This is an optimization exercise on Yosys and OpenROAD, whose aim is small area, not a production implementation.
Only simulation tests tie the RTL to the original design; equivalence was not proved.

<file path="design/flow/design.v">
module math_sqrtf32
(
	input logic 		clk,
	input logic 		rst_n,
	input logic 		sqrt_op_en,
	input logic [31:0] 	sqrt_rb,
	output logic 		sqrt_ra_en,
	output logic [31:0] sqrt_ra,
	output logic 		sqrt_lvf_flag
);
logic [4:0] vld;
always_ff @(posedge clk or negedge rst_n)
begin
	if (~rst_n)
		vld <= 5'b0;
	else
		vld <= {vld[3:0], sqrt_op_en};
end
logic [1:0] rem24;
assign rem24 = sqrt_rb[23] ? 2'b00 : {sqrt_rb[22], ~sqrt_rb[22]};
logic [3:0] T23, S23, D23;
logic ge23;
assign T23 = {rem24, (sqrt_rb[23] ? sqrt_rb[22] : sqrt_rb[21]), (sqrt_rb[23] ? sqrt_rb[21] : sqrt_rb[20])};
assign S23 = {1'b0, 1'b1, 1'b0, 1'b1};
assign {ge23, D23} = {1'b1, T23} - {1'b0, S23};
logic [2:0] rem23;
assign rem23 = ge23 ? D23[2:0] : T23[2:0];
logic [4:0] T22, S22, D22;
logic ge22;
assign T22 = {rem23, (sqrt_rb[23] ? sqrt_rb[20] : sqrt_rb[19]), (sqrt_rb[23] ? sqrt_rb[19] : sqrt_rb[18])};
assign S22 = {1'b0, 1'b1, ge23, 1'b0, 1'b1};
assign {ge22, D22} = {1'b1, T22} - {1'b0, S22};
logic [3:0] rem22;
assign rem22 = ge22 ? D22[3:0] : T22[3:0];
logic [5:0] T21, S21, D21;
logic ge21;
assign T21 = {rem22, (sqrt_rb[23] ? sqrt_rb[18] : sqrt_rb[17]), (sqrt_rb[23] ? sqrt_rb[17] : sqrt_rb[16])};
assign S21 = {1'b0, 1'b1, ge23, ge22, 1'b0, 1'b1};
assign {ge21, D21} = {1'b1, T21} - {1'b0, S21};
logic [4:0] rem21;
assign rem21 = ge21 ? D21[4:0] : T21[4:0];
logic [6:0] T20, S20, D20;
logic ge20;
assign T20 = {rem21, (sqrt_rb[23] ? sqrt_rb[16] : sqrt_rb[15]), (sqrt_rb[23] ? sqrt_rb[15] : sqrt_rb[14])};
assign S20 = {1'b0, 1'b1, ge23, ge22, ge21, 1'b0, 1'b1};
assign {ge20, D20} = {1'b1, T20} - {1'b0, S20};
logic [5:0] rem20;
assign rem20 = ge20 ? D20[5:0] : T20[5:0];
logic [7:0] T19, S19, D19;
logic ge19;
assign T19 = {rem20, (sqrt_rb[23] ? sqrt_rb[14] : sqrt_rb[13]), (sqrt_rb[23] ? sqrt_rb[13] : sqrt_rb[12])};
assign S19 = {1'b0, 1'b1, ge23, ge22, ge21, ge20, 1'b0, 1'b1};
assign {ge19, D19} = {1'b1, T19} - {1'b0, S19};
logic [6:0] rem19;
assign rem19 = ge19 ? D19[6:0] : T19[6:0];
logic [8:0] T18, S18, D18;
logic ge18;
assign T18 = {rem19, (sqrt_rb[23] ? sqrt_rb[12] : sqrt_rb[11]), (sqrt_rb[23] ? sqrt_rb[11] : sqrt_rb[10])};
assign S18 = {1'b0, 1'b1, ge23, ge22, ge21, ge20, ge19, 1'b0, 1'b1};
assign {ge18, D18} = {1'b1, T18} - {1'b0, S18};
logic [7:0] rem18;
assign rem18 = ge18 ? D18[7:0] : T18[7:0];
logic [9:0] T17, S17, D17;
logic ge17;
assign T17 = {rem18, (sqrt_rb[23] ? sqrt_rb[10] : sqrt_rb[9]), (sqrt_rb[23] ? sqrt_rb[9] : sqrt_rb[8])};
assign S17 = {1'b0, 1'b1, ge23, ge22, ge21, ge20, ge19, ge18, 1'b0, 1'b1};
assign {ge17, D17} = {1'b1, T17} - {1'b0, S17};
logic [8:0] rem17;
assign rem17 = ge17 ? D17[8:0] : T17[8:0];
logic [10:0] T16, S16, D16;
logic ge16;
assign T16 = {rem17, (sqrt_rb[23] ? sqrt_rb[8] : sqrt_rb[7]), (sqrt_rb[23] ? sqrt_rb[7] : sqrt_rb[6])};
assign S16 = {1'b0, 1'b1, ge23, ge22, ge21, ge20, ge19, ge18, ge17, 1'b0, 1'b1};
assign {ge16, D16} = {1'b1, T16} - {1'b0, S16};
logic [9:0] rem16;
assign rem16 = ge16 ? D16[9:0] : T16[9:0];
logic [7:0] q_r1;
logic [9:0] rem_r1;
logic [31:0] n_r1;
logic [6:0] k_r1;
logic par_r1, sgn_r1;
always_ff @(posedge clk)
begin
	q_r1 <= {ge23, ge22, ge21, ge20, ge19, ge18, ge17, ge16};
	rem_r1 <= rem16;
	n_r1[25] <= (sqrt_rb[23] & sqrt_rb[0]);
	n_r1[26] <= (sqrt_rb[23] ? sqrt_rb[1] : sqrt_rb[0]);
	n_r1[27] <= (sqrt_rb[23] ? sqrt_rb[2] : sqrt_rb[1]);
	n_r1[28] <= (sqrt_rb[23] ? sqrt_rb[3] : sqrt_rb[2]);
	n_r1[29] <= (sqrt_rb[23] ? sqrt_rb[4] : sqrt_rb[3]);
	n_r1[30] <= (sqrt_rb[23] ? sqrt_rb[5] : sqrt_rb[4]);
	n_r1[31] <= (sqrt_rb[23] ? sqrt_rb[6] : sqrt_rb[5]);
	k_r1 <= sqrt_rb[30:24];
	par_r1 <= sqrt_rb[23];
	sgn_r1 <= sqrt_rb[31];
end
logic [11:0] T15, S15, D15;
logic ge15;
assign T15 = {rem_r1, n_r1[31], n_r1[30]};
assign S15 = {1'b0, 1'b1, q_r1[7], q_r1[6], q_r1[5], q_r1[4], q_r1[3], q_r1[2], q_r1[1], q_r1[0], 1'b0, 1'b1};
assign {ge15, D15} = {1'b1, T15} - {1'b0, S15};
logic [10:0] rem15;
assign rem15 = ge15 ? D15[10:0] : T15[10:0];
logic [12:0] T14, S14, D14;
logic ge14;
assign T14 = {rem15, n_r1[29], n_r1[28]};
assign S14 = {1'b0, 1'b1, q_r1[7], q_r1[6], q_r1[5], q_r1[4], q_r1[3], q_r1[2], q_r1[1], q_r1[0], ge15, 1'b0, 1'b1};
assign {ge14, D14} = {1'b1, T14} - {1'b0, S14};
logic [11:0] rem14;
assign rem14 = ge14 ? D14[11:0] : T14[11:0];
logic [13:0] T13, S13, D13;
logic ge13;
assign T13 = {rem14, n_r1[27], n_r1[26]};
assign S13 = {1'b0, 1'b1, q_r1[7], q_r1[6], q_r1[5], q_r1[4], q_r1[3], q_r1[2], q_r1[1], q_r1[0], ge15, ge14, 1'b0, 1'b1};
assign {ge13, D13} = {1'b1, T13} - {1'b0, S13};
logic [12:0] rem13;
assign rem13 = ge13 ? D13[12:0] : T13[12:0];
logic [14:0] T12, S12, D12;
logic ge12;
assign T12 = {rem13, n_r1[25], 1'b0};
assign S12 = {1'b0, 1'b1, q_r1[7], q_r1[6], q_r1[5], q_r1[4], q_r1[3], q_r1[2], q_r1[1], q_r1[0], ge15, ge14, ge13, 1'b0, 1'b1};
assign {ge12, D12} = {1'b1, T12} - {1'b0, S12};
logic [13:0] rem12;
assign rem12 = ge12 ? D12[13:0] : T12[13:0];
logic [15:0] T11, S11, D11;
logic ge11;
assign T11 = {rem12, 1'b0, 1'b0};
assign S11 = {1'b0, 1'b1, q_r1[7], q_r1[6], q_r1[5], q_r1[4], q_r1[3], q_r1[2], q_r1[1], q_r1[0], ge15, ge14, ge13, ge12, 1'b0, 1'b1};
assign {ge11, D11} = {1'b1, T11} - {1'b0, S11};
logic [14:0] rem11;
assign rem11 = ge11 ? D11[14:0] : T11[14:0];
logic [12:0] q_r2;
logic [14:0] rem_r2;
logic [6:0] k_r2;
logic par_r2, sgn_r2;
always_ff @(posedge clk)
begin
	q_r2 <= {q_r1[7], q_r1[6], q_r1[5], q_r1[4], q_r1[3], q_r1[2], q_r1[1], q_r1[0], ge15, ge14, ge13, ge12, ge11};
	rem_r2 <= rem11;
	k_r2 <= k_r1;
	par_r2 <= par_r1;
	sgn_r2 <= sgn_r1;
end
logic [16:0] T10, S10, D10;
logic ge10;
assign T10 = {rem_r2, 1'b0, 1'b0};
assign S10 = {1'b0, 1'b1, q_r2[12], q_r2[11], q_r2[10], q_r2[9], q_r2[8], q_r2[7], q_r2[6], q_r2[5], q_r2[4], q_r2[3], q_r2[2], q_r2[1], q_r2[0], 1'b0, 1'b1};
assign {ge10, D10} = {1'b1, T10} - {1'b0, S10};
logic [15:0] rem10;
assign rem10 = ge10 ? D10[15:0] : T10[15:0];
logic [17:0] T9, S9, D9;
logic ge9;
assign T9 = {rem10, 1'b0, 1'b0};
assign S9 = {1'b0, 1'b1, q_r2[12], q_r2[11], q_r2[10], q_r2[9], q_r2[8], q_r2[7], q_r2[6], q_r2[5], q_r2[4], q_r2[3], q_r2[2], q_r2[1], q_r2[0], ge10, 1'b0, 1'b1};
assign {ge9, D9} = {1'b1, T9} - {1'b0, S9};
logic [16:0] rem9;
assign rem9 = ge9 ? D9[16:0] : T9[16:0];
logic [18:0] T8, S8, D8;
logic ge8;
assign T8 = {rem9, 1'b0, 1'b0};
assign S8 = {1'b0, 1'b1, q_r2[12], q_r2[11], q_r2[10], q_r2[9], q_r2[8], q_r2[7], q_r2[6], q_r2[5], q_r2[4], q_r2[3], q_r2[2], q_r2[1], q_r2[0], ge10, ge9, 1'b0, 1'b1};
assign {ge8, D8} = {1'b1, T8} - {1'b0, S8};
logic [17:0] rem8;
assign rem8 = ge8 ? D8[17:0] : T8[17:0];
logic [19:0] T7, S7, D7;
logic ge7;
assign T7 = {rem8, 1'b0, 1'b0};
assign S7 = {1'b0, 1'b1, q_r2[12], q_r2[11], q_r2[10], q_r2[9], q_r2[8], q_r2[7], q_r2[6], q_r2[5], q_r2[4], q_r2[3], q_r2[2], q_r2[1], q_r2[0], ge10, ge9, ge8, 1'b0, 1'b1};
assign {ge7, D7} = {1'b1, T7} - {1'b0, S7};
logic [18:0] rem7;
assign rem7 = ge7 ? D7[18:0] : T7[18:0];
logic [16:0] q_r3;
logic [18:0] rem_r3;
logic [6:0] k_r3;
logic par_r3, sgn_r3;
always_ff @(posedge clk)
begin
	q_r3 <= {q_r2[12], q_r2[11], q_r2[10], q_r2[9], q_r2[8], q_r2[7], q_r2[6], q_r2[5], q_r2[4], q_r2[3], q_r2[2], q_r2[1], q_r2[0], ge10, ge9, ge8, ge7};
	rem_r3 <= rem7;
	k_r3 <= k_r2;
	par_r3 <= par_r2;
	sgn_r3 <= sgn_r2;
end
logic [20:0] T6, S6, D6;
logic ge6;
assign T6 = {rem_r3, 1'b0, 1'b0};
assign S6 = {1'b0, 1'b1, q_r3[16], q_r3[15], q_r3[14], q_r3[13], q_r3[12], q_r3[11], q_r3[10], q_r3[9], q_r3[8], q_r3[7], q_r3[6], q_r3[5], q_r3[4], q_r3[3], q_r3[2], q_r3[1], q_r3[0], 1'b0, 1'b1};
assign {ge6, D6} = {1'b1, T6} - {1'b0, S6};
logic [19:0] rem6;
assign rem6 = ge6 ? D6[19:0] : T6[19:0];
logic [21:0] T5, S5, D5;
logic ge5;
assign T5 = {rem6, 1'b0, 1'b0};
assign S5 = {1'b0, 1'b1, q_r3[16], q_r3[15], q_r3[14], q_r3[13], q_r3[12], q_r3[11], q_r3[10], q_r3[9], q_r3[8], q_r3[7], q_r3[6], q_r3[5], q_r3[4], q_r3[3], q_r3[2], q_r3[1], q_r3[0], ge6, 1'b0, 1'b1};
assign {ge5, D5} = {1'b1, T5} - {1'b0, S5};
logic [20:0] rem5;
assign rem5 = ge5 ? D5[20:0] : T5[20:0];
logic [22:0] T4, S4, D4;
logic ge4;
assign T4 = {rem5, 1'b0, 1'b0};
assign S4 = {1'b0, 1'b1, q_r3[16], q_r3[15], q_r3[14], q_r3[13], q_r3[12], q_r3[11], q_r3[10], q_r3[9], q_r3[8], q_r3[7], q_r3[6], q_r3[5], q_r3[4], q_r3[3], q_r3[2], q_r3[1], q_r3[0], ge6, ge5, 1'b0, 1'b1};
assign {ge4, D4} = {1'b1, T4} - {1'b0, S4};
logic [21:0] rem4;
assign rem4 = ge4 ? D4[21:0] : T4[21:0];
logic [23:0] T3, S3, D3;
logic ge3;
assign T3 = {rem4, 1'b0, 1'b0};
assign S3 = {1'b0, 1'b1, q_r3[16], q_r3[15], q_r3[14], q_r3[13], q_r3[12], q_r3[11], q_r3[10], q_r3[9], q_r3[8], q_r3[7], q_r3[6], q_r3[5], q_r3[4], q_r3[3], q_r3[2], q_r3[1], q_r3[0], ge6, ge5, ge4, 1'b0, 1'b1};
assign {ge3, D3} = {1'b1, T3} - {1'b0, S3};
logic [22:0] rem3;
assign rem3 = ge3 ? D3[22:0] : T3[22:0];
logic [20:0] q_r4;
logic [22:0] rem_r4;
logic [6:0] k_r4;
logic par_r4, sgn_r4;
always_ff @(posedge clk)
begin
	q_r4 <= {q_r3[16], q_r3[15], q_r3[14], q_r3[13], q_r3[12], q_r3[11], q_r3[10], q_r3[9], q_r3[8], q_r3[7], q_r3[6], q_r3[5], q_r3[4], q_r3[3], q_r3[2], q_r3[1], q_r3[0], ge6, ge5, ge4, ge3};
	rem_r4 <= rem3;
	k_r4 <= k_r3;
	par_r4 <= par_r3;
	sgn_r4 <= sgn_r3;
end
logic [24:0] T2, S2, D2;
logic ge2;
assign T2 = {rem_r4, 1'b0, 1'b0};
assign S2 = {1'b0, 1'b1, q_r4[20], q_r4[19], q_r4[18], q_r4[17], q_r4[16], q_r4[15], q_r4[14], q_r4[13], q_r4[12], q_r4[11], q_r4[10], q_r4[9], q_r4[8], q_r4[7], q_r4[6], q_r4[5], q_r4[4], q_r4[3], q_r4[2], q_r4[1], q_r4[0], 1'b0, 1'b1};
assign {ge2, D2} = {1'b1, T2} - {1'b0, S2};
logic [23:0] rem2;
assign rem2 = ge2 ? D2[23:0] : T2[23:0];
logic [25:0] T1, S1, D1;
logic ge1;
assign T1 = {rem2, 1'b0, 1'b0};
assign S1 = {1'b0, 1'b1, q_r4[20], q_r4[19], q_r4[18], q_r4[17], q_r4[16], q_r4[15], q_r4[14], q_r4[13], q_r4[12], q_r4[11], q_r4[10], q_r4[9], q_r4[8], q_r4[7], q_r4[6], q_r4[5], q_r4[4], q_r4[3], q_r4[2], q_r4[1], q_r4[0], ge2, 1'b0, 1'b1};
assign {ge1, D1} = {1'b1, T1} - {1'b0, S1};
logic [24:0] rem1;
assign rem1 = ge1 ? D1[24:0] : T1[24:0];
logic [26:0] T0, S0, D0;
logic ge0;
assign T0 = {rem1, 1'b0, 1'b0};
assign S0 = {1'b0, 1'b1, q_r4[20], q_r4[19], q_r4[18], q_r4[17], q_r4[16], q_r4[15], q_r4[14], q_r4[13], q_r4[12], q_r4[11], q_r4[10], q_r4[9], q_r4[8], q_r4[7], q_r4[6], q_r4[5], q_r4[4], q_r4[3], q_r4[2], q_r4[1], q_r4[0], ge2, ge1, 1'b0, 1'b1};
assign {ge0, D0} = {1'b1, T0} - {1'b0, S0};
logic [23:0] q_r5;
logic [6:0] k_r5;
logic par_r5, sgn_r5;
always_ff @(posedge clk)
begin
	q_r5 <= {q_r4[20], q_r4[19], q_r4[18], q_r4[17], q_r4[16], q_r4[15], q_r4[14], q_r4[13], q_r4[12], q_r4[11], q_r4[10], q_r4[9], q_r4[8], q_r4[7], q_r4[6], q_r4[5], q_r4[4], q_r4[3], q_r4[2], q_r4[1], q_r4[0], ge2, ge1, ge0};
	k_r5 <= k_r4;
	par_r5 <= par_r4;
	sgn_r5 <= sgn_r4;
end
logic zero4, inf4;
assign zero4 = (k_r4 == 7'd0) & ~par_r4;
assign inf4  = (k_r4 == 7'h7f) & par_r4;
assign sqrt_lvf_flag = vld[3] & ~zero4 & (sgn_r4 | inf4);
logic zero5, inf5;
logic [22:0] mant;
logic [7:0] expo;
assign zero5 = (k_r5 == 7'd0) & ~par_r5;
assign inf5  = (k_r5 == 7'h7f) & par_r5;
assign mant = q_r5[23:1] + q_r5[0];
assign expo = {1'b0, k_r5} + 8'd63 + par_r5;
assign sqrt_ra = (zero5 | sgn_r5) ? 32'h0 : inf5 ? 32'h7f800000 : {1'b0, expo, mant};
assign sqrt_ra_en = vld[4];
endmodule
</file>
<file path="design/flow/run.sh">
#!/bin/bash
# synth_recipe.tcl (not shown) runs the flow's synth.tcl, then flattens the netlist and writes it again
# the make line also repeats each setting of config.mk as NAME=value (left out here)
make -C /OpenROAD-flow-scripts/flow DESIGN_CONFIG=/design/flow/config.mk WORK_HOME=/design/flow/orfs CLKGATE_MAP_FILE= SYNTH_SCRIPT=/design/flow/synth_recipe.tcl finish
</file>
<file path="design/flow/config.mk">
export PLATFORM = sky130hd
export DESIGN_NAME = math_sqrtf32
export DESIGN_NICKNAME = math_sqrtf32
export VERILOG_FILES = /design/flow/design.v
export SDC_FILE = /design/flow/constraint.sdc
export NUM_CORES = 4
export LEC_CHECK = 0
export CAP_MARGIN = 20
export CORE_MARGIN = 2
export CORE_UTILIZATION = 40
export SLEW_MARGIN = 20
export SYNTH_MEMORY_MAX_BITS = 65536
</file>
<file path="design/flow/constraint.sdc">
create_clock -name core_clock -period 16.0 [get_ports {clk}]
set_input_delay 3.2000 -clock core_clock [delete_from_list [all_inputs] [get_ports {clk}]]
set_output_delay 3.2000 -clock core_clock [all_outputs]
set_load 0.01 [all_outputs]
</file>
==> metrics.cfg <==
[outcome]
status=complete, no violations

[critical_path]
cp_top_family=compound AO/OA/AOI/OAI gates
cpMaxStageDelayCell=clkdlybuf4s50_1
arrival_ns=15.33
path_class=input port to flop
end_kind=flop
crit_path_max_fanout=12
path_buf_inv=9
slowest_delay_ns=0.52
startpoint_type=input port
path_common_cell=ha_1
required_ns=16.44

[floorplan]
dieArea_um2=52700
die_h_um=230
ioPinCount=69
floorplan.initialDensity=0.406
core_um2=50200
fp.dieW_um=230
rows=82

[timing]
tightest_slew_ns=1.01
finalSetupTns_ns=0
max_slew_margin=0.330
finClkSkew_ns=0.0369
holdWs_ns=0.319
fin_crit_sh=0.931
setup_viol=0
period_needed_ns=14.90
slew_violations=0
rsz0062_at_grt=false
fmax_mhz=67.1
final-hold-violation-count=0
worst_slack_ns=1.10

[clock_network]
cts_tree=built
clkSinkCount=204
cts_root_buf=clkbuf_16
clockBufferDepth=3
clk_latency_ns=0.57
numCtsBuffers=23
path_clk_slew_ns=0.07
h-tree-depth=1
holdBufCountCts=0

[drt]
via_per_inst=5.52
wl_per_cell_um=16.5
drt_iter0_drc=1123
ant_nets=0
drt_pass1_iterations=6
vias=18000
drc=0
finalWirelength_um=54000

[grt]
grt_max_degree=37
grt_pass1_wl_um=88000
grt_use_total=0.201
grt_pass1_vias=17400
antenna_found_initial=0
overflow=0

[finish]
multi_input_area_um2=15300
final_cell_mix=ha_1 (283), a21oi_1 (257), nor2_1 (229), dfxtp_1 (199), inv_1 (182)
fillers=4953
diodes=0
final_layout_size_suffix_gt1_frac=0.0924
final_common_cell=ha_1
regArea_um2=4110
final_util=0.451
areaGrowthSynthToFinish_pct=11.2
final_nets=2903

[placed_design]
io_buffers=67
gp_congestion=0.856
hpwl_um=43700
post-place-ws_ns=-0.214

[synth]
yosysWarnings=1
syn_inst=2510
synthTopCellsByArea=dfxtp_1 (20%), ha_1 (17%), a21oi_1 (6.4%), xnor2_1 (6.4%), mux2_2 (6.4%)
syn-cell-area_um2=20400
yosysTopAreaCell=dfxtp_1
synth-async-reset-ratio=0.0245
ys_seq_area_frac=0.202
syn_avg_cell_area_um2=8.11
ys_seq_elements=204
synth_edf_count=0
ys.flop_type=dfxtp_1
synth_top_area_frac=0.196
synth_cell_types=100
synth_nets=2833

[run]
cap_violations=0

[worst_hold_path]
min_path_type=flop to flop

==> cell type report <==
class                      count  share of cell area
clock buffer                  29              0.0273
clock inverter                12             0.00586
inverter                     189              0.0314
multi-input combinational   2069               0.678
sequential                   204               0.182
tap                          672              0.0371
timing repair buffer          93              0.0388
==> state kept, by name, summed over array words and instances, names as in the netlist, 8 cells and up <==
signal,flops
rem_r4,22
rem_r3,18
q_r1,8
q_r4,21
rem_r2,14
q_r3,17
q_r2,13
q_r5,24
rem_r1,10
==> worst register-to-register path, delay by kind of cell, from the launching register on <==
kind,cells,cell delay [ns]
buf+inv,3,1.01
mux,2,0.85
flops,1,0.40
fa+ha+maj,5,1.69
xor+xnor,2,0.51
compound gates,28,6.79
simple gates,17,3.17
==> kinds of logic (layout without fill, tap and decap cells) <==
logic type	count (synthesis)	in the layout	share of synthesized area
AO/OA/AOI/OAI	731	731	0.233
AND/OR/NAND/NOR	671	671	0.158
adder cells (fa/ha/maj)	289	289	0.179
buffers and inverters	237	323	0.0460
XOR/XNOR	219	219	0.0943
flip-flops	204	204	0.202
multiplexers	158	158	0.0869
other	1	1	0.000184
==> per-stage QoR <==
stage               cell area [µm²]  instances
finish                        22600       3268
CTS                           22600       3267
floorplan                     20400       2510
global route                  22600       3268
global placement              21800       3226
detailed placement            21800       3226
==> per-layer routing <==
layer / vias up / GRT usage / share of wire
li1: 9179 / - / -
met1: 8425 / 0.269 / 0.48
met2: 352 / 0.342 / 0.46
met3: 74 / 0.0203 / 0.036
met4: 0 / 0.0558 / 0.026
met5: - / 0 / 0
==> worst paths after layout <==
check                      depth (start not counted)    endpoint   startpoint  slack (ns)
max reg2reg                                       57  rem_r2[10]      q_r1[3]        1.45
min reg2reg                                        0      sgn_r4       sgn_r3        0.32
max                                               61   rem_r1[5]  sqrt_rb[23]        1.10
max in group asynchronous                          1      vld[2]        rst_n       12.94
min in group asynchronous                          1      vld[4]        rst_n        2.86
min                                                0      sgn_r4       sgn_r3        0.32
==> timing repair <==
action | CTS | global route
resized for setup | 0 | 6
buffers inserted | 0 | 1
setup endpoints to repair | 0 | 11
hold endpoints to repair | 0 | 0
==> synth_stat cells, drive strengths merged, types with 20 or more instances <==
| master | count |
|---|---|
| o211ai | 20 |
| or3 | 20 |
| xor2 | 71 |
| dfxtp | 199 |
| a211oi | 25 |
| nand2 | 157 |
| ha | 283 |
| nor2 | 230 |
| nand3 | 38 |
| xnor2 | 148 |
| nor2b | 39 |
| o21ai | 131 |
| a21o | 71 |
| o21bai | 48 |
| nor3 | 41 |
| o21a | 42 |
| mux2 | 123 |
| inv | 189 |
| clkbuf | 29 |
| and3 | 20 |
| mux2i | 35 |
| nand2b | 38 |
| a21oi | 265 |

## separate check: timing with driven ports
The flow's constraints put no driver on any port. The routed layout listed below was extracted and timed again, unchanged, in two steps.
Step 1 sets driving cells, clkbuf_16 on the clock port and buf_2 on the other inputs (assumed; they add their load-dependent delay and slew).
Step 2 adds t to the input delays and takes it off the output delays; t is the mean of the earliest and latest rising clock arrival at the registers after step 1. Input paths then give back, and output paths get back, about the clock's delay inside the block.
a / b / c = ideal ports / drivers / drivers and shift; a / b = the first two.
t (ns): 0.608
setup WS [ns]: 1.103 / 1.138 / 0.530
hold WS [ns]: 0.319 / 0.319 / 0.319
latest minus earliest clock arrival (ns): 0.038 / 0.038
cell pins on the clock port's net: 1
After both steps setup and hold are still met in this run. The setup slack of this run moves by +0.035 ns with the drivers and by -0.573 ns with both steps.
